Source: an optimization exercise on an open RTL-to-GDS flow (aim: a short achievable clock period and few clock cycles). Production flows keep margins and buffers that such runs may drop.
Function was checked by simulation only, so behaviour that the tests miss may differ from the original.
Power figures rest on the tool's default switching activity, not on a simulated workload.

[flow/run.sh]
#!/bin/bash
# synth_recipe.tcl (not shown) runs the flow's synth.tcl, then flattens the netlist and writes it again
# the make line also repeats each setting of config.mk as NAME=value (left out here)
make -C /OpenROAD-flow-scripts/flow DESIGN_CONFIG=/design/flow/config.mk WORK_HOME=/design/flow/orfs CLKGATE_MAP_FILE= SYNTH_SCRIPT=/design/flow/synth_recipe.tcl finish
[flow/config.mk]
export PLATFORM = sky130hd
export DESIGN_NAME = Top
export DESIGN_NICKNAME = Top
export VERILOG_FILES = /design/flow/design.v
export SDC_FILE = /design/flow/constraint.sdc
export NUM_CORES = 4
export LEC_CHECK = 0
export ABC_CLOCK_PERIOD_IN_PS = 500
export CAP_MARGIN = 20
export CORE_MARGIN = 2
export CORE_UTILIZATION = 40
export PLACE_DENSITY = 0.6
export SETUP_SLACK_MARGIN = 5
export SLEW_MARGIN = 20
[flow/constraint.sdc]
create_clock -name core_clock -period 8.5 [get_ports {clk}]
set_input_delay 1.7000 -clock core_clock [delete_from_list [all_inputs] [get_ports {clk}]]
set_output_delay 1.7000 -clock core_clock [all_outputs]
set_load 0.01 [all_outputs]
[flow/design.v]
`timescale 1ns / 1ps
module Top(clk, reset, imem_addr, imem_data, dmem_addr, dmem_wdata, dmem_we,
dmem_rdata, halted);
input clk, reset;
output [31:0] imem_addr;
input [31:0] imem_data;
output [31:0] dmem_addr, dmem_wdata;
output dmem_we;
input [31:0] dmem_rdata;
output halted;
reg [31:0] pc;
reg        halted_q;
reg        e_v;
reg [31:0] e_A, e_B, e_base, e_imm, e_alt;
reg        e_fwdA, e_fwdB, e_fwdBase;
reg [8:0]  e_fn;           
reg        e_br, e_pred, e_wr, e_load, e_store, e_noop;
reg [1:0]  e_bc;           
reg [4:0]  e_dst;
reg        m_wr, m_load, m_store;
reg [4:0]  m_dst;
reg [31:0] m_res, m_addr, m_wdata;
reg [31:0] rf [0:31];
assign imem_addr  = pc;
assign dmem_addr  = m_addr;
assign dmem_wdata = m_wdata;
assign dmem_we    = m_store;
assign halted     = halted_q;
wire [31:0] ins = imem_data;
wire [5:0] op = ins[31:26];
wire [4:0] fa = ins[25:21];
wire [4:0] fb = ins[20:16];
wire [4:0] fc = ins[15:11];
wire [15:0] im = ins[15:0];
wire [31:0] ze = {16'h0, im};
wire f_alur = (op[5:3] == 3'b010);
wire f_alui = (op[5:3] == 3'b110);
wire f_br   = (op[5:2] == 4'b1000);
wire f_li   = (op == 6'b111001);
wire f_lui  = (op == 6'b111010);
wire f_lwi  = (op == 6'b111011);
wire f_swi  = (op == 6'b111100);
wire f_lw   = (op == 6'b111101);
wire f_sw   = (op == 6'b111110);
wire f_j    = (op == 6'b000001);
wire f_jal  = (op == 6'b000010);
wire f_noop = (op == 6'b000000);
wire f_same = (fa == fb);
wire f_pred = f_same ? ((op == 6'b100000) | (op == 6'b100011)) :
              ((op == 6'b100001) |
               (((op == 6'b100010) | (op == 6'b100011)) & im[15]));
wire f_taken = f_j | f_jal | f_pred;
wire f_sx = f_br & im[15];
wire [17:0] f_lo = {1'b0, pc[15:0], 1'b1} + {1'b0, im, 1'b1};
wire [15:0] f_hi0 = pc[31:16];
wire [15:0] f_hip = pc[31:16] + 16'd1;
wire [15:0] f_him = pc[31:16] - 16'd1;
wire [15:0] f_hi = f_sx ? (f_lo[17] ? f_hi0 : f_him) : (f_lo[17] ? f_hip : f_hi0);
wire [31:0] f_tgt = {f_hi, f_lo[16:1]};
wire [31:0] f_pcp1 = pc + 32'd1;
wire selA_a = f_lui | f_swi | f_br;
wire useA = f_alur | f_alui | f_lui | f_swi | f_br | f_lw | f_sw;
wire useB = f_alur | f_br;
wire f_wr = f_alur | f_alui | f_li | f_lui | f_lwi | f_lw | f_jal;
wire [4:0] f_dst = f_jal ? 5'd31 : fa;
wire [31:0] wb = m_load ? dmem_rdata : m_res;
wire [31:0] rA = (m_wr && m_dst == fa) ? wb : rf[fa];
wire [31:0] rB = (m_wr && m_dst == fb) ? wb : rf[fb];
wire [31:0] rC = (m_wr && m_dst == fc) ? wb : rf[fc];
wire [31:0] opA = selA_a ? rA : rB;
wire [31:0] opB = f_br ? rB : rC;
wire e_wv = e_v && e_wr;
wire hit_a = e_wv && (e_dst == fa);
wire hit_b = e_wv && (e_dst == fb);
wire hit_c = e_wv && (e_dst == fc);
wire hitA = selA_a ? hit_a : hit_b;
wire hitB = f_br ? hit_b : hit_c;
wire stall = e_load && ((useA && hitA) || (useB && hitB));
reg [8:0] f_fn;
always @(*) begin
	f_fn = 9'b0;
	if (f_alur | f_alui)
		f_fn[op[2:0]] = 1'b1;
	else if (f_lui)
		f_fn[4] = 1'b1;
	else
		f_fn[8] = 1'b1;
end
wire [31:0] Bval = useB  ? opB :
                   f_lui ? {im, 16'h0} :
                   f_jal ? f_pcp1 : ze;
wire [31:0] A = e_fwdA ? m_res : e_A;
wire [31:0] B = e_fwdB ? m_res : e_B;
wire [31:0] base = e_fwdBase ? m_res : e_base;
wire [31:0] sum = A + B;
wire [31:0] dif = A - B;
wire eq = (A == B);
wire lt = (A[31] ^ B[31]) ? A[31] : dif[31];
wire [31:0] res = ({32{e_fn[0]}} & A) |
                  ({32{e_fn[1]}} & ~A) |
                  ({32{e_fn[2]}} & sum) |
                  ({32{e_fn[3]}} & dif) |
                  ({32{e_fn[4]}} & (A | B)) |
                  ({32{e_fn[5]}} & (A & B)) |
                  ({32{e_fn[6]}} & (A ^ B)) |
                  ({32{e_fn[7]}} & {31'b0, lt}) |
                  ({32{e_fn[8]}} & B);
wire taken = (e_bc == 2'd0) ? eq :
             (e_bc == 2'd1) ? ~eq :
             (e_bc == 2'd2) ? dif[31] : (dif[31] | eq);
wire redirect = e_v && (e_noop || (e_br && (taken != e_pred)));
always @(posedge clk or posedge reset) begin
	if (reset) begin
		pc <= 32'd0;
		halted_q <= 1'b0;
		e_v <= 1'b0;
		m_wr <= 1'b0;
		m_store <= 1'b0;
		m_load <= 1'b0;
	end else begin
		if (!halted_q) begin
			if (redirect)
				pc <= e_alt;
			else if (stall)
				pc <= pc;
			else if (f_taken)
				pc <= f_tgt;
			else
				pc <= f_pcp1;
		end
		if (e_v && e_noop)
			halted_q <= 1'b1;
		e_v <= !stall && !redirect && !halted_q;
		m_wr <= e_v && e_wr;
		m_store <= e_v && e_store;
		m_load <= e_v && e_load;
	end
end
always @(posedge clk) begin
	e_A <= opA;
	e_B <= Bval;
	e_base <= (f_lwi | f_swi) ? 32'd0 : opA;
	e_imm <= ze;
	e_fwdA <= useA && hitA;
	e_fwdB <= useB && hitB;
	e_fwdBase <= useA && hitA && !(f_lwi | f_swi);
	e_fn <= f_fn;
	e_br <= f_br;
	e_bc <= op[1:0];
	e_pred <= f_pred;
	e_wr <= f_wr;
	e_load <= f_lw | f_lwi;
	e_store <= f_sw | f_swi;
	e_noop <= f_noop;
	e_dst <= f_dst;
	e_alt <= f_noop ? pc : f_pred ? f_pcp1 : f_tgt;
	m_dst <= e_dst;
	m_res <= res;
	m_addr <= base + e_imm;
	m_wdata <= A;
	if (m_wr)
		rf[m_dst] <= wb;
end
endmodule
==> results of run 1 <==
==> worst max path at each step <==
stage,cells after the start,slack (ns),to,startpoint
detailed placement,22,1.49,pc[18],e_fwdA
global placement,22,1.54,pc[29],e_fwdA
global route,28,2.76,pc[28],e_fwdA
finish,27,2.86,pc[17],e_fwdA
CTS,26,2.87,pc[16],e_fwdA
floorplan,27,3.43,pc[16],e_fwdB
==> per-layer routing <==
layer	up-vias	global-route usage [%]	part of all wire [%]
met1	27800	36.4	35
li1	21200	-	-
met4	8	17.3	7.3
met5	-	0	0.017
met2	3511	46.7	47
met3	791	6.77	11
==> area by class of cell <==
type | count | area share (%)
Tap cell | 2495 | 3.36
Clock inverter | 68 | 0.774
Sequential cell | 1331 | 40.0
Multi-Input combinational cell | 3146 | 42.9
Clock buffer | 186 | 4.30
Antenna cell | 4 | 0.0108
Timing Repair Buffer | 606 | 8.14
Inverter | 131 | 0.576
==> logic make-up after synthesis <==
| group | after synthesis | share of synthesized area, % |
|---|---|---|
| AND/OR/NAND/NOR | 856 | 5.29 |
| AO/OA/AOI/OAI | 802 | 6.83 |
| adder cells (fa/ha/maj) | 143 | 2.42 |
| flip-flops | 1331 | 49.1 |
| buffers and inverters | 529 | 2.77 |
| multiplexers | 1208 | 32.1 |
| XOR/XNOR | 127 | 1.47 |
==> sequential cells by signal, summed over array words and instances, names as in the netlist, 16 cells and up <==
signal and cells:
e_base 32, m_wdata 32, m_addr 32, e_imm 16, e_A 32, m_res 32
e_B 32, e_alt 32, pc 32, rf 1024
==> report_power, final <==
group	internal [W]	switching, W	total (W)
Sequential	0.00776	0.000368	0.00812
Combinational	0.00235	0.00329	0.00563
Clock	0.00374	0.00269	0.00642
Total	0.0138	0.00635	0.0202
==> metrics by stage <==
step                      hold WS [ns]  setup slack (ns)  total power [W]
after floorplan                  0.396              3.43           0.0110
after global placement           0.423              1.54           0.0126
after detailed placement         0.424              1.49           0.0126
after CTS                        0.433              2.87           0.0198
after global routing             0.438              2.76           0.0208
final                            0.432              2.86           0.0202
==> cells in the final DEF (no fill, tap or decap), types with 81 or more instances in the layout <==
cell / count
nand2_1: 292
mux4_2: 960
nor2_1: 180
clkbuf_16: 163
ha_1: 94
o21ai_0: 109
buf_4: 257
clkdlybuf4s50_1: 102
inv_1: 98
mux2i_1: 81
dfxtp_1: 261
a21oi_1: 189
edfxtp_1: 1024
==> what timing repair did <==
action                                  4_1_cts  5_1_grt
endpoints found under the hold margin         0        0
pin swaps                                   137      124
buffers inserted                            177      104
endpoints found under the setup margin      245      516
cloned                                       55       14
gates resized for setup                     668      235
==> results_dict.tcl, run 1 <==
set metrics [dict create \
    status "finished clean" \
    cts_hold_buffers 0 \
    coreArea_mm2 0.188 \
    finalCritPeriodShare_pct 66.3 \
    ys_types 94 \
    ys_ff_latch 1331 \
    finalClockSkew_ns 0.0327 \
    drt_iter0_markers 7347 \
    drtPass1Iterations 9 \
    fin_area_mm2 0.0930 \
    syn_area_per_cell_um2 15.1 \
    grt_pass1_wl_um 396000 \
    cpLargestDelayFamily "compound AO/OA/AOI/OAI gates" \
    clock_latency_ns 0.82 \
    rr_endpoint "pc[17]" \
    drc 0 \
    port_buffers 163 \
    finalSetupTns_ns 0 \
    required_ns 9.16 \
    start_util_pct 40.2 \
    globalRouteOverflowTotal 0 \
    h-tree-depth 4 \
    synth_edf_count 1024 \
    relSlewSlack_pct 21.1 \
    ir_worst_vdd_uv 227 \
    hold_end "m_dst[4]" \
    post-route-util_pct 49.6 \
    period_needed_ns 5.64 \
    clk_pin_slew_worst_paths_ns 0.06 \
    grt_antenna_before_repair 11 \
    crit_path_top_delay_cell "fa_2" \
    power_density_mw_per_mm2 217 \
    hpwl_um 164000 \
    crit_path_start_kind "register" \
    mappedNetlistArea_mm2 0.0755 \
    cts_sinks 1331 \
    synth.top_cell.area_share_pct 40.7 \
    detail-route-antenna-nets 0 \
    cp-end-kind "register" \
    yosysWarningCount 1 \
    min_from "e_dst[4]" \
    rows 159 \
    finalNetCount 5568 \
    grt_usage_pct 29.2 \
    grt_pass1_vias 51700 \
    synth.area.top_cells "edfxtp_1 41%, mux4_2 29%, dfxtp_1 7.2%" \
    dr_total_vias 53300 \
    die_w_um 438 \
    hold_viol 0 \
    holdPathStages 0 \
    gp_congestion 0.935 \
    dp.cells 7359 \
    r2r_cells 27 \
    fillCellCount 15400 \
    grt_max_degree 72 \
    holdCritPathClass "reg -> reg" \
    multiInputGateArea_mm2 0.0399 \
    p_leak_nw 31.1 \
    cp.buffers_inverters 7 \
    cts_buffers 143 \
    seqCellArea_mm2 0.0371 \
    setup_viol 0 \
    synth-main-ff-cell "edfxtp_1" \
    drv_slew 0 \
    critical-path-max-stage-delay_ns 0.58 \
    clk_path_buf_depth 3 \
    worst_pin_slew_ns 1.18 \
    viasPerCell 6.69 \
    io_pins 164 \
    syn2layout_area_growth_pct 23.2 \
    r2r_slack_ns 2.86 \
    cap_violations 0 \
    cts_tree "yes" \
    die_h_um 438 \
    wire_per_inst_um 36.0 \
    drt_wl_total_um 287000 \
    synth_common_cells "1024 x edfxtp_1, 960 x mux4_2, 307 x nand2_1, 270 x dfxtp_1, 249 x clkbuf_1" \
    layout-drive-gt1-share_pct 41.8 \
    critPathMaxFanout 7 \
    worstSetupPathType "reg -> reg" \
    finalNonFillerCells 7967 \
    die_area_mm2 0.192 \
    fmax_mhz 177 \
    rr_startpoint "e_fwdA" \
    yosysSeqAreaShare_pct 49.1 \
    critPathArrivalTime_ns 6.29 \
    root_buffer "clkbuf_16" \
    grt_setup_unrepaired "yes" \
    placed_area_mm2 0.0803 \
    crit_top_cell "buf_4" \
    syn_inst 4996 \
    yosysMostFrequentCell "edfxtp_1" \
    synth.largest_area_cell "edfxtp_1" \
    postSynth.asyncResetShare_pct 2.78 \
]
Testbench counts, summed over its fixed seeds: cycles 25,238.
==> inputs of run 2 (changes only) <==
--- a/flow/design.v
+++ b/flow/design.v
@@ -13,4 +13,4 @@
 reg        e_v;
-reg [31:0] e_A, e_B, e_base, e_imm, e_alt;
-reg        e_fwdA, e_fwdB, e_fwdBase;
+reg [31:0] e_A, e_B, e_imm, e_alt;
+reg        e_abs;
 reg [8:0]  e_fn;           
@@ -19,3 +19,4 @@
 reg [4:0]  e_dst;
-reg        m_wr, m_load, m_store;
+reg        m_wr, m_load, m_store, m_redir;
+reg [31:0] m_alt;
 reg [4:0]  m_dst;
@@ -71,3 +72,3 @@
 wire [31:0] opB = f_br ? rB : rC;
-wire e_wv = e_v && e_wr;
+wire e_wv = e_v && e_wr;   
 wire hit_a = e_wv && (e_dst == fa);
@@ -91,22 +92,34 @@
                    f_jal ? f_pcp1 : ze;
-wire [31:0] A = e_fwdA ? m_res : e_A;
-wire [31:0] B = e_fwdB ? m_res : e_B;
-wire [31:0] base = e_fwdBase ? m_res : e_base;
-wire [31:0] sum = A + B;
-wire [31:0] dif = A - B;
-wire eq = (A == B);
-wire lt = (A[31] ^ B[31]) ? A[31] : dif[31];
-wire [31:0] res = ({32{e_fn[0]}} & A) |
-                  ({32{e_fn[1]}} & ~A) |
-                  ({32{e_fn[2]}} & sum) |
+wire [31:0] A = e_A;
+wire [31:0] B = e_B;
+wire [31:0] sum, dif, addr;
+wire dif_c31;
+ks_add32 add_s(.a(A), .b(B), .cin(1'b0), .s(sum), .c31());
+ks_add32 add_d(.a(A), .b(~B), .cin(1'b1), .s(dif), .c31(dif_c31));
+ks_add32 add_a(.a(A), .b(e_imm), .cin(1'b0), .s(addr), .c31());
+wire eq = ~|(A ^ B);
+wire d31 = A[31] ^ ~B[31] ^ dif_c31;
+wire lt = (A[31] ^ B[31]) ? A[31] : d31;
+wire [31:0] res_early = ({32{e_fn[0]}} & A) |
+                        ({32{e_fn[1]}} & ~A) |
+                        ({32{e_fn[4]}} & (A | B)) |
+                        ({32{e_fn[5]}} & (A & B)) |
+                        ({32{e_fn[6]}} & (A ^ B)) |
+                        ({32{e_fn[8]}} & B);
+wire [31:0] res = ({32{e_fn[2]}} & sum) |
                   ({32{e_fn[3]}} & dif) |
-                  ({32{e_fn[4]}} & (A | B)) |
-                  ({32{e_fn[5]}} & (A & B)) |
-                  ({32{e_fn[6]}} & (A ^ B)) |
-                  ({32{e_fn[7]}} & {31'b0, lt}) |
-                  ({32{e_fn[8]}} & B);
-wire taken = (e_bc == 2'd0) ? eq :
-             (e_bc == 2'd1) ? ~eq :
-             (e_bc == 2'd2) ? dif[31] : (dif[31] | eq);
-wire redirect = e_v && (e_noop || (e_br && (taken != e_pred)));
+                  {31'b0, e_fn[7] & lt} |
+                  res_early;
+wire e_ok = e_v && !m_redir;
+wire e_beq = e_br && !e_bc[1];
+wire redir_t = e_ok && (e_noop || (e_beq && !e_pred));
+wire redir_n = e_ok && (e_noop || (e_beq && e_pred));
+wire taken_eq = e_bc[0] ? ~eq : eq;
+wire redirect = taken_eq ? redir_t : redir_n;
+wire taken_lt = e_bc[0] ? (d31 | eq) : d31;
+wire mis_lt = e_ok && e_br && e_bc[1] && (taken_lt != e_pred);
+wire [31:0] f_next = stall ? pc : f_taken ? f_tgt : f_pcp1;
+wire [31:0] pc_t = redir_t ? e_alt : f_next;
+wire [31:0] pc_n = redir_n ? e_alt : f_next;
+wire [31:0] pc_next = m_redir ? m_alt : taken_eq ? pc_t : pc_n;
 always @(posedge clk or posedge reset) begin
@@ -119,19 +132,14 @@
 		m_load <= 1'b0;
+		m_redir <= 1'b0;
 	end else begin
 		if (!halted_q) begin
-			if (redirect)
-				pc <= e_alt;
-			else if (stall)
-				pc <= pc;
-			else if (f_taken)
-				pc <= f_tgt;
-			else
-				pc <= f_pcp1;
+			pc <= pc_next;
 		end
-		if (e_v && e_noop)
+		if (e_ok && e_noop)
 			halted_q <= 1'b1;
-		e_v <= !stall && !redirect && !halted_q;
-		m_wr <= e_v && e_wr;
-		m_store <= e_v && e_store;
-		m_load <= e_v && e_load;
+		e_v <= !stall && !redirect && !m_redir && !halted_q;
+		m_wr <= e_ok && e_wr;
+		m_store <= e_ok && e_store;
+		m_load <= e_ok && e_load;
+		m_redir <= mis_lt;
 	end
@@ -139,9 +147,6 @@
 always @(posedge clk) begin
-	e_A <= opA;
-	e_B <= Bval;
-	e_base <= (f_lwi | f_swi) ? 32'd0 : opA;
+	e_A <= (useA && hitA) ? res : opA;
+	e_B <= (useB && hitB) ? res : Bval;
+	e_abs <= f_lwi | f_swi;
 	e_imm <= ze;
-	e_fwdA <= useA && hitA;
-	e_fwdB <= useB && hitB;
-	e_fwdBase <= useA && hitA && !(f_lwi | f_swi);
 	e_fn <= f_fn;
@@ -157,4 +162,5 @@
 	m_dst <= e_dst;
+	m_alt <= e_alt;
 	m_res <= res;
-	m_addr <= base + e_imm;
+	m_addr <= e_abs ? e_imm : addr;    
 	m_wdata <= A;
@@ -164 +170,10 @@
 endmodule
+module ks_add32(a, b, cin, s, c31);
+input [31:0] a, b;
+input cin;
+output [31:0] s;
+output c31;
+wire [32:0] t = {1'b0, a} + {1'b0, b} + {32'b0, cin};
+assign s = t[31:0];
+assign c31 = s[31] ^ a[31] ^ b[31];
+endmodule
==> run 2 against run 1 <==
Net effect:
- final cell count down 0.10%
- worst hold slack worse by 0.084 ns
- via count grew 2.7%
- count of clock-buffer cells in the layout fell by 10
- register-to-register slack better by 2.0 ns
- first-iteration DRC count increased by 17%
- global-route usage up 0.25 points
- fmax is 42% higher
- utilization down 0.38 points
- setup slack improved by 1.7 ns
- non-clock buffer count fell by 32
- largest cell class unchanged
==> results_dict.tcl, run 2 <==
set metrics [dict create \
    start_util_pct 40.2 \
    synth_common_cells "1024 x edfxtp_1, 954 x mux4_2, 294 x nor2_1, 275 x clkbuf_1, 268 x dfxtp_1" \
    worstSetupPathType "in -> reg" \
    status "finished clean" \
    cts_buffers 144 \
    detail-route-antenna-nets 0 \
    drtPass1Iterations 7 \
    synth.top_cell.area_share_pct 40.9 \
    postSynth.asyncResetShare_pct 2.86 \
    r2r_cells 3 \
    coreArea_mm2 0.187 \
    io_pins 164 \
    post-route-util_pct 49.2 \
    final_common_cell "edfxtp_1" \
    ys_ff_latch 1330 \
    largest_reg_flops 1024 \
    h-tree-depth 4 \
    ys_types 92 \
    viasPerCell 6.88 \
    wire_per_inst_um 36.8 \
    setup_viol 0 \
    globalRouteOverflowTotal 0 \
    drt_iter0_markers 8613 \
    clk_path_buf_depth 3 \
    power_w 0.0202 \
    min_from "e_alt[11]" \
    finalCritPeriodShare_pct 46.8 \
    crit_path_start_kind "input pin" \
    gp_congestion 0.944 \
    finalSetupTns_ns 0 \
    drv_slew 0 \
    power_density_mw_per_mm2 219 \
    worst_pin_slew_ns 1.15 \
    cp-end-kind "register" \
    finalNetCount 5549 \
    clock_latency_ns 0.82 \
    port_buffers 163 \
    grt_antenna_before_repair 10 \
    ir_worst_vdd_uv 208 \
    rr_startpoint "m_wr" \
    holdWs_ns 0.348 \
    hold_end "m_alt[11]" \
    synth_edf_count 1024 \
    largest_register "rf" \
    r2r_slack_ns 4.88 \
    yosysMostFrequentCell "edfxtp_1" \
    cap_violations 0 \
    synth.largest_area_cell "edfxtp_1" \
    layout-drive-gt1-share_pct 39.2 \
    rows 159 \
    grt_pass1_wl_um 400000 \
    critPathMaxFanout 4 \
    dr_total_vias 54800 \
    setup_slack_ns 4.53 \
    relSlewSlack_pct 23.2 \
    hpwl_um 156000 \
    yosysWarningCount 1 \
    syn_inst 5030 \
    drt_wl_total_um 293000 \
    finalClockSkew_ns 0.0308 \
    period_needed_ns 3.97 \
    die_w_um 438 \
    syn_area_per_cell_um2 15.0 \
    cts_sinks 1330 \
    dp_slack_ns 2.79 \
    drc 0 \
    synth-main-ff-cell "edfxtp_1" \
    hold_viol 0 \
    rr_endpoint "rf[4][30]" \
    syn2layout_area_growth_pct 22.5 \
    grt_setup_unrepaired "yes" \
    required_ns 9.18 \
    holdCritPathClass "reg -> reg" \
    critPathArrivalTime_ns 4.66 \
    final_cell_mix "1024 x edfxtp_1, 954 x mux4_2, 249 x nor2_1, 245 x nand2_1, 242 x buf_4" \
    mappedNetlistArea_mm2 0.0752 \
    root_buffer "clkbuf_16" \
    synth.area.top_cells "edfxtp_1 41%, mux4_2 29%, dfxtp_1 7.1%" \
    fmax_mhz 252 \
    grt_usage_pct 29.5 \
    grt_pass1_vias 51800 \
    clk_pin_slew_worst_paths_ns 0.06 \
    cts_tree "yes" \
    die_h_um 438 \
    p_leak_nw 31.0 \
    grt_max_degree 64 \
    yosysSeqAreaShare_pct 49.3 \
    holdPathStages 0 \
    die_area_mm2 0.192 \
    fillCellCount 15500 \
]
==> run 2: cell count changes after synthesis, moves of 27 or more <==
cell / previous run / this run
nor2_1: 230 / 294
a22oi_1: 11 / 38
mux2_2: 80 / 39
a221oi_1: 28 / 62
nand2_1: 307 / 253
inv_1: 124 / 152
mux2i_1: 168 / 137
a211oi_1: 42 / 86
==> run 2: cells by family (layout without fill, tap and decap cells) <==
group,Yosys count,in the layout,share of synthesized area (%)
DFF,1330,1330,49.3
muxes,1130,1130,31.0
adders and majority gates,139,139,2.35
xor gates and xnor gates,149,149,1.74
and+or+nand+nor,825,833,5.00
buffers and inverters,577,996,3.01
AOI/OAI and AO/OA,880,881,7.68
other,0,6,0
==> run 2: final cells by class <==
type	count	area (µm²)	area share [%]
clock buffers	176	3910	4.25
inverters	159	656	0.712
flip-flops and latches	1330	37200	40.4
diodes	6	15.0	0.0163
clock inverters	84	1110	1.20
well taps	2495	3120	3.39
repair buffers	574	7510	8.15
multi-input cells	3132	38600	41.9
repair inverters	3	22.5	0.0244
==> run 2: metrics by stage <==
| step | area, µm² | std cells |
|---|---|---|
| floorplan | 77100 | 5030 |
| detailed placement | 79900 | 7367 |
| global route | 92100 | 7953 |
| CTS | 89200 | 7796 |
| finish | 92100 | 7959 |
| global placement | 79900 | 7366 |
==> run 2: layer usage <==
layer	wire length (µm)	global-route usage [%]	vias up
met5	67	0	-
met4	18000	16.2	10
met3	37100	7.48	877
met2	133000	45.2	4385
met1	105000	38.5	28200
li1	-	-	21300
==> run 2: worst max-delay path by stage <==
stage | startpoint | to | depth (start not counted)
after global routing | imem_data[0] | pc[30] | 16
after floorplan | imem_data[0] | pc[30] | 14
final | imem_data[0] | pc[29] | 18
after CTS | imem_data[0] | pc[30] | 16
after detailed placement | imem_data[21] | pc[18] | 12
after global placement | imem_data[21] | pc[28] | 12
==> run 2: what timing repair did <==
item,in CTS,in global routing
hold endpoints to repair,0,0
pin swaps,53,101
resized for setup,505,281
setup endpoints to repair,191,305
hold buffers,0,0
setup buffers,104,130
cloned,65,27
==> run 2: report_power, final <==
group	leakage (nW)	total (W)	switching, W	internal [W]
Clock	2.44	0.00675	0.00278	0.00397
Sequential	12.0	0.00808	0.000322	0.00775
Combinational	16.6	0.00536	0.00309	0.00226
==> run 2: critical path, cell delays in order <==
cell and delay [ns]:
buf_12 0.11, inv_12 0.04, ha_4 0.12, inv_2 0.03, fa_2 0.36, a211oi_4 0.25
o21ai_2 0.12, a2111oi_4 0.35, or3_1 0.19, a41oi_2 0.15, buf_12 0.18, buf_12 0.12
nand3b_1 0.19, buf_4 0.18, o21ai_4 0.07, mux2_4 0.32, a21oi_2 0.11, o21ai_1 0.06
Testbench counts of run 2, summed over its fixed seeds: cycles 25,441.
==> inputs of run 3 (changes only) <==
--- a/flow/design.v
+++ b/flow/design.v
@@ -54,9 +54,13 @@
 wire f_sx = f_br & im[15];
-wire [17:0] f_lo = {1'b0, pc[15:0], 1'b1} + {1'b0, im, 1'b1};
+wire [15:0] f_lo;
+wire f_c16;
+ks_add #(16) add_t(.a(pc[15:0]), .b(im), .cin(1'b1), .s(f_lo), .cout(f_c16));
 wire [15:0] f_hi0 = pc[31:16];
-wire [15:0] f_hip = pc[31:16] + 16'd1;
-wire [15:0] f_him = pc[31:16] - 16'd1;
-wire [15:0] f_hi = f_sx ? (f_lo[17] ? f_hi0 : f_him) : (f_lo[17] ? f_hip : f_hi0);
-wire [31:0] f_tgt = {f_hi, f_lo[16:1]};
-wire [31:0] f_pcp1 = pc + 32'd1;
+wire [15:0] f_hip, f_him;
+inc16 inc_h(.a(pc[31:16]), .y(f_hip));
+dec16 dec_h(.a(pc[31:16]), .y(f_him));
+wire [15:0] f_hi = f_sx ? (f_c16 ? f_hi0 : f_him) : (f_c16 ? f_hip : f_hi0);
+wire [31:0] f_tgt = {f_hi, f_lo};
+wire [31:0] f_pcp1;
+inc32 inc_p(.a(pc), .y(f_pcp1));
 wire selA_a = f_lui | f_swi | f_br;
@@ -96,6 +100,7 @@
 wire dif_c31;
-ks_add32 add_s(.a(A), .b(B), .cin(1'b0), .s(sum), .c31());
-ks_add32 add_d(.a(A), .b(~B), .cin(1'b1), .s(dif), .c31(dif_c31));
-ks_add32 add_a(.a(A), .b(e_imm), .cin(1'b0), .s(addr), .c31());
-wire eq = ~|(A ^ B);
+ks_add #(32) add_s(.a(A), .b(B), .cin(1'b0), .s(sum), .c31(), .cout());
+ks_add #(32) add_d(.a(A), .b(~B), .cin(1'b1), .s(dif), .c31(dif_c31), .cout());
+ks_add #(32) add_a(.a(A), .b(e_imm), .cin(1'b0), .s(addr), .c31(), .cout());
+wire eq;
+eq32 cmp(.a(A), .b(B), .eq(eq));
 wire d31 = A[31] ^ ~B[31] ^ dif_c31;
@@ -170,10 +175,67 @@
 endmodule
-module ks_add32(a, b, cin, s, c31);
+module ks_add(a, b, cin, s, c31, cout);
+parameter W = 32;
+input [W-1:0] a, b;
+input cin;
+output [W-1:0] s;
+output c31, cout;
+wire [W-1:0] p0, g0, g1, p1, g2, p2, g3, p3, g4, p4, g5, p5;
+ks_pg #(W) pg(.a(a), .b(b), .cin(cin), .p(p0), .g(g0));
+ks_lvl #(W, 1) l1(.gi(g0), .pi(p0), .go(g1), .po(p1));
+ks_lvl #(W, 2) l2(.gi(g1), .pi(p1), .go(g2), .po(p2));
+ks_lvl #(W, 4) l3(.gi(g2), .pi(p2), .go(g3), .po(p3));
+ks_lvl #(W, 8) l4(.gi(g3), .pi(p3), .go(g4), .po(p4));
+generate
+	if (W > 16) begin : top
+		ks_lvl #(W, 16) l5(.gi(g4), .pi(p4), .go(g5), .po(p5));
+	end else begin : notop
+		assign g5 = g4;
+		assign p5 = p4;
+	end
+endgenerate
+ks_sum #(W) sm(.p(p0), .c({g5[W-2:0], cin}), .s(s));
+assign c31 = g5[W-2];
+assign cout = g5[W-1];
+endmodule
+module ks_pg(a, b, cin, p, g);
+parameter W = 32;
+input [W-1:0] a, b;
+input cin;
+output [W-1:0] p, g;
+assign p = a ^ b;
+assign g = (a & b) | {{(W-1){1'b0}}, (a[0] ^ b[0]) & cin};
+endmodule
+module ks_lvl(gi, pi, go, po);
+parameter W = 32;
+parameter D = 1;
+input [W-1:0] gi, pi;
+output [W-1:0] go, po;
+assign go = gi | (pi & {gi[W-1-D:0], {D{1'b0}}});
+assign po = pi & {pi[W-1-D:0], {D{1'b1}}};
+endmodule
+module ks_sum(p, c, s);
+parameter W = 32;
+input [W-1:0] p, c;
+output [W-1:0] s;
+assign s = p ^ c;
+endmodule
+module inc32(a, y);
+input [31:0] a;
+output [31:0] y;
+assign y = a + 32'd1;
+endmodule
+module inc16(a, y);
+input [15:0] a;
+output [15:0] y;
+assign y = a + 16'd1;
+endmodule
+module dec16(a, y);
+input [15:0] a;
+output [15:0] y;
+assign y = a - 16'd1;
+endmodule
+module eq32(a, b, eq);
 input [31:0] a, b;
-input cin;
-output [31:0] s;
-output c31;
-wire [32:0] t = {1'b0, a} + {1'b0, b} + {32'b0, cin};
-assign s = t[31:0];
-assign c31 = s[31] ^ a[31] ^ b[31];
-endmodule
+output eq;
+assign eq = (a == b);
+endmodule
--- a/flow/config.mk
+++ b/flow/config.mk
@@ -7,8 +7,8 @@
 export LEC_CHECK = 0
-export ABC_CLOCK_PERIOD_IN_PS = 500
 export CAP_MARGIN = 20
 export CORE_MARGIN = 2
-export CORE_UTILIZATION = 40
-export PLACE_DENSITY = 0.6
+export CORE_UTILIZATION = 55
+export PLACE_DENSITY = 0.7
 export SETUP_SLACK_MARGIN = 5
 export SLEW_MARGIN = 20
+export SYNTH_HIERARCHICAL = 1
==> run 3 against run 2 <==
Net effect:
- sequential power is 0.9% lower
- final area is 1.2% lower
- still clean on timing, DRC and antenna
- synthesized cell count is 11% higher
- critical path depth is 9 lower
- global-route usage is 9.3 points higher
- clock skew is 0.0052 ns lower
- clock power is 9.9% lower
- register-to-register slack better by 0.13 ns
- combinational power is 3% higher
- fmax is 12% higher
- via count is 5.2% higher
==> results_dict.tcl, run 3 <==
set metrics [dict create \
    status "finished clean" \
    relSlewSlack_pct 19.0 \
    p_leak_nw 33.8 \
    grt_setup_unrepaired "yes" \
    syn2layout_area_growth_pct 13.0 \
    clock_latency_ns 0.81 \
    worstSetupPathType "in -> reg" \
    io_pins 164 \
    syn_inst 5578 \
    syn_area_per_cell_um2 14.4 \
    wire_per_inst_um 38.5 \
    worst_pin_slew_ns 1.21 \
    busiest_layer "met2" \
    grt_use_met2_pct 56.9 \
    gp_congestion 1.05 \
    root_buffer "clkbuf_16" \
    cts_buffers 140 \
    setup_slack_ns 4.95 \
    critPathArrivalTime_ns 4.24 \
    ir_worst_vdd_uv 217 \
    yosysWarningCount 7 \
    holdCritPathClass "reg -> reg" \
    drv_slew 0 \
    rows 140 \
    largest_reg_flops 1024 \
    clk_path_buf_depth 3 \
    detail-route-antenna-nets 0 \
    layout-drive-gt1-share_pct 29.4 \
    die_w_um 387 \
    mappedNetlistArea_mm2 0.0805 \
    port_buffers 163 \
    finalSetupTns_ns 0 \
    grt_antenna_before_repair 18 \
    cts_tree "yes" \
    cts_sinks 1330 \
    finalNetCount 5890 \
    critPathMaxFanout 15 \
    grt_pass1_vias 56300 \
    drc 0 \
    grt_pass1_wl_um 413000 \
    h-tree-depth 4 \
    clk_pin_slew_worst_paths_ns 0.06 \
    drtPass1Iterations 12 \
    start_util_pct 55.3 \
    cp-end-kind "register" \
    grt_usage_pct 38.8 \
    drt_iter0_markers 10200 \
    met1_usage_pct 49.6 \
    cap_violations 0 \
    crit_path_start_kind "input pin" \
    largest_register "rf" \
    coreArea_mm2 0.146 \
    use_met3_pct 13.7 \
    setup_viol 0 \
    finalCritPeriodShare_pct 41.8 \
    hpwl_um 177000 \
    grt_max_degree 102 \
    final_cell_mix "1024 x edfxtp_1, 903 x mux4_2, 425 x a21o_1, 321 x and2_1, 238 x dfxtp_1" \
    cts_hold_buffers 0 \
    dr_total_vias 57600 \
    die_h_um 387 \
    globalRouteOverflowTotal 0 \
    final_common_cell "edfxtp_1" \
    viasPerCell 7.51 \
    drt_wl_total_um 296000 \
    holdWs_ns 0.350 \
    fmax_mhz 282 \
    power_density_mw_per_mm2 215 \
    period_needed_ns 3.55 \
    dp_slack_ns 3.04 \
    die_area_mm2 0.150 \
    hold_viol 0 \
    required_ns 9.19 \
    finalClockSkew_ns 0.0256 \
]
## run 3: cell types whose count changed in the layout (fill, tap and decap cells not counted), sizes merged, moves of 56 or more
| cell | delta |
|---|---|
| buf | -181 |
| xnor2 | -56 |
| o21ai | -66 |
| and2 | +317 |
| a211oi | -62 |
| a21o | +414 |
| xor2 | +147 |
| a21oi | -189 |
| nand2 | -56 |
| mux2i | +86 |
| nor2 | -87 |
## run 3: through the flow
stage	cell area (µm²)	instances	total power [W]	utilization, %
2_1_floorplan	81600	5600	0.0115	-
3_3_place_gp	83700	7291	0.0130	57.5
3_5_place_dp	83800	7295	0.0130	57.6
4_1_cts	90300	7639	0.0194	62.0
5_1_grt	91000	7666	0.0202	62.5
6_report	91000	7672	0.0196	62.5
## run 3: area by class of cell
cell class                      instances  area [µm²]
Multi-Input combinational cell       3673       42000
Fill cell                           10600       54600
Timing Repair Buffer                  384        4510
Antenna cell                            6        15.0
Clock inverter                         79         757
Tap cell                             1917        2400
Sequential cell                      1330       37200
Inverter                              111         427
Clock buffer                          172        3730
## run 3: path summary, 6_finish.rpt
kind | depth (start not counted) | slack (ns) | to | start
worst min-delay path | 0 | 0.35 | m_alt[23] | e_alt[23]
max in group asynchronous | 3 | 6.57 | pc[26] | reset
worst max-delay path | 9 | 4.95 | e_A[15] | imem_data[27]
worst min register to register | 0 | 0.35 | m_alt[23] | e_alt[23]
worst max register to register | 12 | 5.01 | e_A[22] | e_B[17]
min in group asynchronous | 3 | 1.40 | pc[19] | reset
## run 3: power breakdown
| part | switching, W | internal [W] |
|---|---|---|
| Sequential | 0.000388 | 0.00763 |
| Combinational | 0.00319 | 0.00231 |
| Clock | 0.00269 | 0.00339 |
| Total | 0.00626 | 0.0133 |
## run 3: repair_timing
action | in CTS | in global routing
gates cloned | 25 | 10
setup endpoints to repair | 167 | 122
endpoints found under the hold margin | 0 | 0
resized for setup | 264 | 98
setup buffers | 68 | 16
pin swaps | 21 | 22
## run 3: critical path, cell delays in order
cell	delay, ns
dlygate4sd2_1	0.35
inv_1	0.15
ha_4	0.25
mux2_2	0.32
a41o_2	0.28
and3_4	0.21
nor2_4	0.49
o22ai_1	0.18
nor4_1	0.30
## run 3: routing by layer
| layer | part of all wire [%] | wire (µm) |
|---|---|---|
| met5 | 0.022 | 66 |
| met4 | 7.6 | 22300 |
| met3 | 15 | 45200 |
| met2 | 44 | 129000 |
| met1 | 34 | 99200 |
Testbench counts of run 3, summed over its fixed seeds: cycles 25,441.
==> inputs of run 4 (changes only) <==
--- a/flow/design.v
+++ b/flow/design.v
@@ -61,3 +61,6 @@
 dec16 dec_h(.a(pc[31:16]), .y(f_him));
-wire [15:0] f_hi = f_sx ? (f_c16 ? f_hi0 : f_him) : (f_c16 ? f_hip : f_hi0);
+wire [15:0] f_hi_c1 = f_sx ? f_hi0 : f_hip;
+wire [15:0] f_hi_c0 = f_sx ? f_him : f_hi0;
+wire [15:0] f_hi;
+mux #(16) mx_hi(.s(f_c16), .a(f_hi_c1), .b(f_hi_c0), .y(f_hi));
 wire [31:0] f_tgt = {f_hi, f_lo};
@@ -71,5 +74,16 @@
 wire [31:0] wb = m_load ? dmem_rdata : m_res;
-wire [31:0] rA = (m_wr && m_dst == fa) ? wb : rf[fa];
-wire [31:0] rB = (m_wr && m_dst == fb) ? wb : rf[fb];
-wire [31:0] rC = (m_wr && m_dst == fc) ? wb : rf[fc];
+wire [1023:0] rf_all;
+genvar gi;
+generate
+	for (gi = 0; gi < 32; gi = gi + 1) begin : rfa
+		assign rf_all[32*gi +: 32] = rf[gi];
+	end
+endgenerate
+wire [31:0] rfA, rfB, rfC;
+rf_mux rd_a(.d(rf_all), .sel(fa), .q(rfA));
+rf_mux rd_b(.d(rf_all), .sel(fb), .q(rfB));
+rf_mux rd_c(.d(rf_all), .sel(fc), .q(rfC));
+wire [31:0] rA = (m_wr && m_dst == fa) ? wb : rfA;
+wire [31:0] rB = (m_wr && m_dst == fb) ? wb : rfB;
+wire [31:0] rC = (m_wr && m_dst == fc) ? wb : rfC;
 wire [31:0] opA = selA_a ? rA : rB;
@@ -82,3 +96,4 @@
 wire hitB = f_br ? hit_b : hit_c;
-wire stall = e_load && ((useA && hitA) || (useB && hitB));
+wire stall;
+load_use lu(.op(op), .fa(fa), .fb(fb), .fc(fc), .dst(e_dst), .lv(e_v && e_wr && e_load), .stall(stall));
 reg [8:0] f_fn;
@@ -119,12 +134,19 @@
 wire e_beq = e_br && !e_bc[1];
-wire redir_t = e_ok && (e_noop || (e_beq && !e_pred));
-wire redir_n = e_ok && (e_noop || (e_beq && e_pred));
-wire taken_eq = e_bc[0] ? ~eq : eq;
-wire redirect = taken_eq ? redir_t : redir_n;
+wire r_eq1 = m_redir || (e_ok && (e_noop || (e_beq && (e_bc[0] ? e_pred : !e_pred))));
+wire r_eq0 = m_redir || (e_ok && (e_noop || (e_beq && (e_bc[0] ? !e_pred : e_pred))));
+wire redir_any;
+mux #(1) mx_red(.s(eq), .a(r_eq1), .b(r_eq0), .y(redir_any));
 wire taken_lt = e_bc[0] ? (d31 | eq) : d31;
 wire mis_lt = e_ok && e_br && e_bc[1] && (taken_lt != e_pred);
-wire [31:0] f_next = stall ? pc : f_taken ? f_tgt : f_pcp1;
-wire [31:0] pc_t = redir_t ? e_alt : f_next;
-wire [31:0] pc_n = redir_n ? e_alt : f_next;
-wire [31:0] pc_next = m_redir ? m_alt : taken_eq ? pc_t : pc_n;
+wire [31:0] e_target = m_redir ? m_alt : e_alt;
+wire [31:0] o_s, o_ns, oth;
+mux #(32) mx_os(.s(redir_any), .a(e_target), .b(pc), .y(o_s));
+mux #(32) mx_ons(.s(redir_any), .a(e_target), .b(f_pcp1), .y(o_ns));
+wire hold = stall || halted_q;
+mux #(32) mx_oth(.s(hold), .a(o_s), .b(o_ns), .y(oth));
+wire go_tgt = !redir_any && !hold && f_taken;
+wire [31:0] pc_next;
+mux #(32) mx_pc(.s(go_tgt), .a(f_tgt), .b(oth), .y(pc_next));
+wire [31:0] e_alt_next;
+mux #(32) mx_alt(.s(!f_noop && !f_pred), .a(f_tgt), .b(f_noop ? pc : f_pcp1), .y(e_alt_next));
 always @(posedge clk or posedge reset) begin
@@ -139,8 +161,6 @@
 	end else begin
-		if (!halted_q) begin
-			pc <= pc_next;
-		end
+		pc <= pc_next;    
 		if (e_ok && e_noop)
 			halted_q <= 1'b1;
-		e_v <= !stall && !redirect && !m_redir && !halted_q;
+		e_v <= !stall && !redir_any && !halted_q;
 		m_wr <= e_ok && e_wr;
@@ -165,3 +185,3 @@
 	e_dst <= f_dst;
-	e_alt <= f_noop ? pc : f_pred ? f_pcp1 : f_tgt;
+	e_alt <= e_alt_next;
 	m_dst <= e_dst;
@@ -183,17 +203,19 @@
 ks_pg #(W) pg(.a(a), .b(b), .cin(cin), .p(p0), .g(g0));
-ks_lvl #(W, 1) l1(.gi(g0), .pi(p0), .go(g1), .po(p1));
-ks_lvl #(W, 2) l2(.gi(g1), .pi(p1), .go(g2), .po(p2));
-ks_lvl #(W, 4) l3(.gi(g2), .pi(p2), .go(g3), .po(p3));
-ks_lvl #(W, 8) l4(.gi(g3), .pi(p3), .go(g4), .po(p4));
+ks_lvl #(W, 1, 0) l1(.gi(g0), .pi(p0), .go(g1), .po(p1));    
+ks_lvl #(W, 2, 1) l2(.gi(g1), .pi(p1), .go(g2), .po(p2));    
+ks_lvl #(W, 4, 0) l3(.gi(g2), .pi(p2), .go(g3), .po(p3));    
+ks_lvl #(W, 8, 1) l4(.gi(g3), .pi(p3), .go(g4), .po(p4));    
+wire [W-1:0] gc;    
 generate
 	if (W > 16) begin : top
-		ks_lvl #(W, 16) l5(.gi(g4), .pi(p4), .go(g5), .po(p5));
+		ks_lvl #(W, 16, 0) l5(.gi(g4), .pi(p4), .go(g5), .po(p5));    
+		ks_sum #(W, 1) sm(.p(p0), .c({g5[W-2:0], ~cin}), .s(s));
+		assign gc = ~g5;
 	end else begin : notop
-		assign g5 = g4;
-		assign p5 = p4;
+		ks_sum #(W, 0) sm(.p(p0), .c({g4[W-2:0], cin}), .s(s));
+		assign gc = g4;
 	end
 endgenerate
-ks_sum #(W) sm(.p(p0), .c({g5[W-2:0], cin}), .s(s));
-assign c31 = g5[W-2];
-assign cout = g5[W-1];
+assign c31 = gc[W-2];
+assign cout = gc[W-1];
 endmodule
@@ -210,6 +232,18 @@
 parameter D = 1;
+parameter NEG = 0;
 input [W-1:0] gi, pi;
 output [W-1:0] go, po;
-assign go = gi | (pi & {gi[W-1-D:0], {D{1'b0}}});
-assign po = pi & {pi[W-1-D:0], {D{1'b1}}};
+generate
+	if (NEG == 0) begin : t
+		wire [W-1:0] gj = {gi[W-1-D:0], {D{1'b0}}};
+		wire [W-1:0] pj = {pi[W-1-D:0], {D{1'b1}}};
+		assign go = ~(gi | (pi & gj));
+		assign po = ~(pi & pj);
+	end else begin : n
+		wire [W-1:0] gj = {gi[W-1-D:0], {D{1'b1}}};
+		wire [W-1:0] pj = {pi[W-1-D:0], {D{1'b0}}};
+		assign go = ~(gi & (pi | gj));
+		assign po = ~(pi | pj);
+	end
+endgenerate
 endmodule
@@ -217,5 +251,12 @@
 parameter W = 32;
+parameter NEG = 0;
 input [W-1:0] p, c;
 output [W-1:0] s;
-assign s = p ^ c;
+generate
+	if (NEG == 0) begin : t
+		assign s = p ^ c;
+	end else begin : n
+		assign s = ~(p ^ c);
+	end
+endgenerate
 endmodule
@@ -241 +282,31 @@
 endmodule
+module rf_mux(d, sel, q);
+input [1023:0] d;
+input [4:0] sel;
+output [31:0] q;
+assign q = d[32*sel +: 32];
+endmodule
+module mux(s, a, b, y);
+parameter W = 32;
+input s;
+input [W-1:0] a, b;
+output [W-1:0] y;
+assign y = s ? a : b;
+endmodule
+module load_use(op, fa, fb, fc, dst, lv, stall);
+input [5:0] op;
+input [4:0] fa, fb, fc, dst;
+input lv;
+output stall;
+wire alur = (op[5:3] == 3'b010);
+wire alui = (op[5:3] == 3'b110);
+wire br   = (op[5:2] == 4'b1000);
+wire lui  = (op == 6'b111010);
+wire swi  = (op == 6'b111100);
+wire lw   = (op == 6'b111101);
+wire sw   = (op == 6'b111110);
+wire use_a = lui | swi | br;
+wire use_b = alur | alui | lw | sw | br;
+wire use_c = alur;
+assign stall = lv & ((use_a & (fa == dst)) | (use_b & (fb == dst)) | (use_c & (fc == dst)));
+endmodule
==> run 4 against run 3 <==
Net effect:
- non-clock buffer count up 66
- synthesized cell count increased by 37%
- highest routed layer unchanged
- largest cell class unchanged
- largest power group unchanged
- worst hold slack worse by 0.0031 ns
- count of clock-buffer cells in the layout increased by 18
- wire length is 16% higher
- register-to-register slack improved by 0.03 ns
- via count grew 23%
- sequential cell count unchanged
- area after synthesis increased by 4.3%
- clock power rose by 8.2%
==> results_dict.tcl, run 4 <==
set metrics [dict create \
    clk_path_buf_depth 3 \
    drt_wl_total_um 342000 \
    start_util_pct 55.4 \
    die_w_um 395 \
    holdCritPathClass "reg -> reg" \
    coreArea_mm2 0.152 \
    clk_pin_slew_worst_paths_ns 0.07 \
    hpwl_um 200000 \
    r2r_cells 12 \
    rr_startpoint "e_A[18]" \
    grt_pass1_vias 67900 \
    placed_area_mm2 0.0869 \
    die_h_um 395 \
    required_ns 9.20 \
    largest_reg_flops 1024 \
    detail-route-antenna-nets 0 \
    grt_setup_unrepaired "yes" \
    crit_path_start "imem_data[15]" \
    port_buffers 163 \
    finalNetCount 8008 \
    setup.worst_path.end "e_B[12]" \
    period_needed_ns 3.65 \
    p_leak_nw 37.7 \
    largest_register "rf" \
    critPathMaxFanout 10 \
    final_common_cell "mux2i_1" \
    h-tree-depth 4 \
    layout-drive-gt1-share_pct 15.1 \
    critPathArrivalTime_ns 4.34 \
    die_area_mm2 0.156 \
    power_w 0.0213 \
    ir_worst_vdd_uv 197 \
    io_pins 164 \
    finalClockSkew_ns 0.0472 \
    syn_inst 7660 \
    crit_path_top_delay_cell "or2_2" \
    drv_slew 0 \
    worstPathCellList "clkdlybuf4s50_1 -> buf_12 -> buf_4 -> or2_2 -> nor3_1 -> a31oi_1 -> nand3_1 -> nand2_1 -> a21oi_1 -> a311oi_1 -> a31oi_1" \
    fmax_mhz 274 \
    dr_total_vias 70700 \
    gp_congestion 1.00 \
    root_buffer "clkbuf_16" \
    holdWs_ns 0.347 \
    crit_top_cell "a31oi_1" \
    clock_latency_ns 0.85 \
    crit_path_start_kind "input pin" \
    power_density_mw_per_mm2 224 \
    grt_max_degree 116 \
    viasPerCell 7.12 \
    cp-end-kind "register" \
    finalSetupTns_ns 0 \
    syn2layout_area_growth_pct 13.0 \
    grt_usage_pct 41.7 \
    drt_iter0_markers 10700 \
    worstSetupPathType "in -> reg" \
    status "finished clean" \
    globalRouteOverflowTotal 0 \
    cts_sinks 1330 \
    relSlewSlack_pct 24.3 \
    mappedNetlistArea_mm2 0.0840 \
    cts_tree "yes" \
    drtPass1Iterations 9 \
    grt_pass1_wl_um 476000 \
    grt_antenna_before_repair 23 \
    yosysWarningCount 7 \
    finalCritPeriodShare_pct 42.9 \
    worst_pin_slew_ns 1.13 \
    hold_viol 0 \
    rr_endpoint "pc[16]" \
    wire_per_inst_um 34.5 \
    cap_violations 0 \
    rows 143 \
    r2r_slack_ns 5.04 \
    setup_viol 0 \
    cts_buffers 151 \
    fin_area_mm2 0.0950 \
    critical-path-max-stage-delay_ns 0.54 \
    final_cell_mix "1557 x mux2i_1, 1024 x edfxtp_1, 573 x a21oi_1, 563 x nand2_1, 353 x nand3_1" \
    drc 0 \
    syn_area_per_cell_um2 11.0 \
]
run 4: per-layer routing:
metal / GRT usage, % / wire length [µm] / vias up
met2: 62.0 / 147000 / 5600
met5: 0 / 229 / -
li1: - / - / 29300
met4: 25.6 / 24500 / 24
met3: 13.2 / 47200 / 1349
met1: 52.8 / 123000 / 34400
run 4: area by class of cell:
cell class | instances | area (µm²)
Timing Repair Buffer | 450 | 5480
Timing Repair inverter | 2 | 10.0
Multi-Input combinational cell | 5614 | 44000
Fill cell | 12100 | 56800
Inverter | 209 | 808
Sequential cell | 1330 | 37200
Tap cell | 2030 | 2540
Antenna cell | 9 | 22.5
Clock inverter | 88 | 893
Clock buffer | 190 | 4010
run 4: timing repair:
| item | CTS | global route |
|---|---|---|
| cloned | 28 | 13 |
| hold buffers | 0 | 0 |
| setup buffers | 74 | 26 |
| pin swaps | 20 | 18 |
| gates resized for setup | 300 | 125 |
| endpoints found under the setup margin | 197 | 130 |
run 4: worst min-delay path by stage:
| stage | startpoint | endpoint | slack (ns) | cells after the start |
|---|---|---|---|---|
| after floorplan | e_alt[0] | m_alt[0] | 0.33 | 0 |
| after global placement | e_alt[0] | m_alt[0] | 0.33 | 0 |
| after detailed placement | e_alt[8] | m_alt[8] | 0.33 | 0 |
| after CTS | e_alt[8] | m_alt[8] | 0.35 | 0 |
| after global routing | e_alt[16] | m_alt[16] | 0.35 | 0 |
| final | e_alt[8] | m_alt[8] | 0.35 | 0 |
run 4: worst max-delay path: cells and delay by family:
family / cells / cell delay [ns]
compound gates: 4 / 0.69
simple gates: 4 / 1.08
buf+inv: 3 / 0.84
run 4: metrics by stage:
stage / setup slack [ns] / instances / utilization (%)
final: 4.85 / 9922 / 62.6
after global routing: 4.96 / 9913 / 62.6
after CTS: 5.00 / 9874 / 61.9
after detailed placement: 3.08 / 9494 / 57.2
after global placement: 3.09 / 9493 / 57.2
after floorplan: 4.83 / 7682 / -
run 4: report_power, final:
| part | switching, W | leakage, nW | total [W] | internal (W) |
|---|---|---|---|---|
| Clock | 0.00291 | 2.38 | 0.00658 | 0.00367 |
| Combinational | 0.00393 | 23.3 | 0.00667 | 0.00274 |
| Sequential | 0.000377 | 12.0 | 0.00803 | 0.00766 |
| Total | 0.00722 | 37.7 | 0.0213 | 0.0141 |
Testbench counts of run 4, summed over its fixed seeds: cycles 25,441.
==> inputs of run 5 (changes only) <==
--- a/flow/design.v
+++ b/flow/design.v
@@ -11,2 +11,3 @@
 reg [31:0] pc;
+reg [31:0] pc_o;    
 reg        halted_q;
@@ -24,3 +25,3 @@
 reg [31:0] rf [0:31];
-assign imem_addr  = pc;
+assign imem_addr  = pc_o;
 assign dmem_addr  = m_addr;
@@ -146,5 +147,9 @@
 mux #(32) mx_oth(.s(hold), .a(o_s), .b(o_ns), .y(oth));
-wire go_tgt = !redir_any && !hold && f_taken;
-wire [31:0] pc_next;
+wire go1 = !r_eq1 && !hold && f_taken;
+wire go0 = !r_eq0 && !hold && f_taken;
+wire go_tgt;
+mux #(1) mx_go(.s(eq), .a(go1), .b(go0), .y(go_tgt));
+wire [31:0] pc_next, pc_o_next;
 mux #(32) mx_pc(.s(go_tgt), .a(f_tgt), .b(oth), .y(pc_next));
+mux #(32) mx_pco(.s(go_tgt), .a(f_tgt), .b(oth), .y(pc_o_next));
 wire [31:0] e_alt_next;
@@ -154,2 +159,3 @@
 		pc <= 32'd0;
+		pc_o <= 32'd0;
 		halted_q <= 1'b0;
@@ -162,2 +168,3 @@
 		pc <= pc_next;    
+		pc_o <= pc_o_next;
 		if (e_ok && e_noop)
==> flow/flow/run.sh (new file) <==
#!/bin/bash
set -euo pipefail
cd "$(dirname "$0")/.."
bash standard.sh SETUP_SLACK_MARGIN=6.5 finish > standard_make.log 2>&1
==> flow/standard.sh (new file) <==
#!/bin/bash
# synth_recipe.tcl (not shown) runs the flow's synth.tcl, then flattens the netlist and writes it again
# the make line also repeats each setting of config.mk as NAME=value (left out here)
make -C /OpenROAD-flow-scripts/flow DESIGN_CONFIG=/design/flow/config.mk WORK_HOME=/design/flow/orfs CLKGATE_MAP_FILE= SYNTH_SCRIPT=/design/flow/synth_recipe.tcl "${@:-finish}"
removed: flow/run.sh
==> run 5 against run 4 <==
Net effect:
- die area increased by 1.3%
- global-route usage is 7.6 points higher
- final cell count increased by 8.2%
- synthesized cell count is 0.46% higher
- register-to-register slack improved by 0.32 ns
- still clean
- power grew 15%
- clock skew rose by 0.0090 ns
- critical path type unchanged
- area after synthesis grew 1.3%
- via count rose by 17%
- sequential share of layout area fell by 5.9 points
==> results_dict.tcl, run 5 <==
set metrics [dict create \
    dp_slack_ns 2.63 \
    finalNetCount 8761 \
    status "finished clean" \
    setup_viol 0 \
    mappedNetlistArea_mm2 0.0851 \
    critPathArrivalTime_ns 4.06 \
    post-route-util_pct 74.7 \
    internal-power_w 0.0158 \
    die_area_mm2 0.158 \
    period_needed_ns 3.36 \
    hold_end "m_alt[31]" \
    r2r_slack_ns 5.36 \
    finalSetupTns_ns 0 \
    viasPerCell 7.70 \
    cp-end-kind "register" \
    pwr-share-clk_pct 27.1 \
    clk_pin_slew_worst_paths_ns 0.07 \
    relSlewSlack_pct 17.6 \
    grt_pass1_vias 75600 \
    critPathMaxFanout 10 \
    crit_path_start_kind "input pin" \
    root_buffer "clkbuf_16" \
    power_frac_seq_pct 34.7 \
    coreArea_mm2 0.154 \
    final_common_cell "mux2i_1" \
    ir_worst_vdd_uv 237 \
    globalRouteOverflowTotal 0 \
    die_h_um 397 \
    power_density_mw_per_mm2 212 \
    min_from "e_alt[31]" \
    finalCritPeriodShare_pct 39.6 \
    clk_path_buf_depth 3 \
    cap_violations 0 \
    drv_slew 0 \
    layout-drive-gt1-share_pct 35.5 \
    syn_area_per_cell_um2 11.1 \
    yosysWarningCount 7 \
    grt_max_degree 71 \
    hpwl_um 192000 \
    p_switching_w 0.00865 \
    clock_latency_ns 0.87 \
    h-tree-depth 4 \
    grt_antenna_before_repair 56 \
    setup_slack_ns 5.14 \
    required_ns 9.20 \
    p_sw_share_pct 35.4 \
    die_w_um 397 \
    io_pins 164 \
    cts_sinks 1362 \
    p_comb_share_pct 38.1 \
    detail-route-antenna-nets 0 \
    rr_endpoint "e_B[20]" \
    r2r_cells 8 \
    holdCritPathClass "reg -> reg" \
    power_w 0.0244 \
    p_leak_nw 45.8 \
    dr_total_vias 82700 \
    cts_buffers 149 \
    largest_register "rf" \
    worstSetupPathType "in -> reg" \
    finalClockSkew_ns 0.0562 \
    grt_setup_unrepaired "yes" \
    drt_iter0_markers 16700 \
    grt_pass1_wl_um 554000 \
    drt_wl_total_um 429000 \
    cts_tree "yes" \
    largest_reg_flops 1024 \
    syn_inst 7695 \
    start_util_pct 55.3 \
    holdPathStages 0 \
    wire_per_inst_um 40.0 \
    drtPass1Iterations 14 \
    rr_startpoint "pc[0]" \
    fmax_mhz 297 \
    drc 0 \
    port_buffers 163 \
    hold_viol 0 \
    syn2layout_area_growth_pct 35.1 \
    final_cell_mix "1542 x mux2i_1, 1024 x edfxtp_1, 429 x nand2_1, 427 x a21oi_1, 396 x buf_4" \
    rows 144 \
    cts_hold_buffers 0 \
    grt_usage_pct 49.3 \
    gp_congestion 1.03 \
    worst_pin_slew_ns 1.23 \
]
## run 5: stage by stage
| stage | area [µm²] | std cells | hold WS [ns] |
|---|---|---|---|
| final | 115000 | 10700 | 0.348 |
| after global routing | 115000 | 10700 | 0.356 |
| after CTS | 109000 | 10400 | 0.346 |
| after detailed placement | 89200 | 9517 | 0.334 |
| after global placement | 89200 | 9517 | 0.330 |
| after floorplan | 87500 | 7717 | 0.327 |
## run 5: timing repair
item | CTS | global route
setup buffers | 478 | 207
pin swaps | 511 | 475
gates cloned | 165 | 34
gates resized for setup | 2133 | 582
endpoints found under the setup margin | 2437 | 1215
## run 5: metal layers
metal	share of wire, %	GRT usage (%)	up-vias
li1	-	-	31000
met1	32	55.8	39200
met2	39	68.4	9040
met3	18	25.0	3351
met4	12	41.8	61
met5	0.46	2.48	-
## run 5: worst max path at each step
stage | start | end | slack (ns)
floorplan | imem_data[28] | pc[0] | 4.86
global placement | imem_data[27] | e_A[29] | 2.30
detailed placement | imem_data[27] | e_A[16] | 2.63
CTS | pc_o[31] | imem_addr[31] | 5.38
global route | imem_data[11] | e_B[0] | 5.21
finish | imem_data[11] | e_B[0] | 5.14
## run 5: power by group through the flow
stage	Combinational, W	Clock (W)	Sequential [W]
6_report	0.00931	0.00663	0.00848
5_1_grt	0.00950	0.00682	0.00850
3_5_place_dp	0.00613	0	0.00861
2_1_floorplan	0.00429	0	0.00845
3_3_place_gp	0.00602	0	0.00860
4_1_cts	0.00797	0.00651	0.00844
## run 5: final cells by class
class | instances | area (µm²)
clock inverters | 82 | 893
flip-flops and latches | 1362 | 38200
well taps | 2044 | 2560
repair buffers | 1155 | 16900
inverters | 231 | 1190
clock buffers | 191 | 3960
multi-input cells | 5605 | 51000
repair inverters | 7 | 46.3
fillers | 9196 | 38900
diodes | 57 | 143
## run 5: worst max-delay path, stage by stage
cell      delay [ns]
buf_12          0.12
buf_12          0.14
buf_4           0.14
nor2_4          0.13
buf_12          0.18
buf_16          0.18
a22o_1          0.18
nor3_2          0.04
a31oi_1         0.23
nand3_2         0.25
a311oi_4        0.57
a31oi_1         0.17
Testbench counts of run 5, summed over its fixed seeds: cycles 25,441.

## separate check: timing with driven ports
How much do the figures lean on ideal ports? The routed layouts below were timed once more, with nothing changed but the port constraints. Step 1 sets driving cells, clkbuf_16 on the clock port and buf_2 on the other inputs (assumed; they add their load-dependent delay and slew). Step 2 moves the port delays by t, midway between the first and last clock arrival at a register: inputs arrive t later, outputs are due t later. That takes back most of the time a late clock gives input paths. a / b / c = ideal / step 1 / step 2; a / b = the first two.
| run | t, ns | slack for setup (ns) | hold WS [ns] | worst setup path after step 2 |
|---|---|---|---|---|
| run 1 | 0.890 | 2.864 / 2.864 / 2.589 | 0.432 / 0.432 / 0.432 | input to register |
| run 2 | 0.895 | 4.525 / 4.530 / 3.636 | 0.348 / 0.348 / 0.348 | input to register |
| run 3 | 0.890 | 4.949 / 4.647 / 3.757 | 0.350 / 0.350 / 0.350 | input to register |
| run 4 | 0.903 | 4.854 / 4.810 / 3.907 | 0.347 / 0.347 / 0.347 | input to register |
| run 5 | 0.927 | 5.136 / 4.903 / 3.976 | 0.348 / 0.348 / 0.348 | input to register |
After both steps setup and hold are still met in every run listed. For run 3, which loses most, drivers alone change the setup slack by -0.302 ns; drivers and shift together by -1.192 ns.
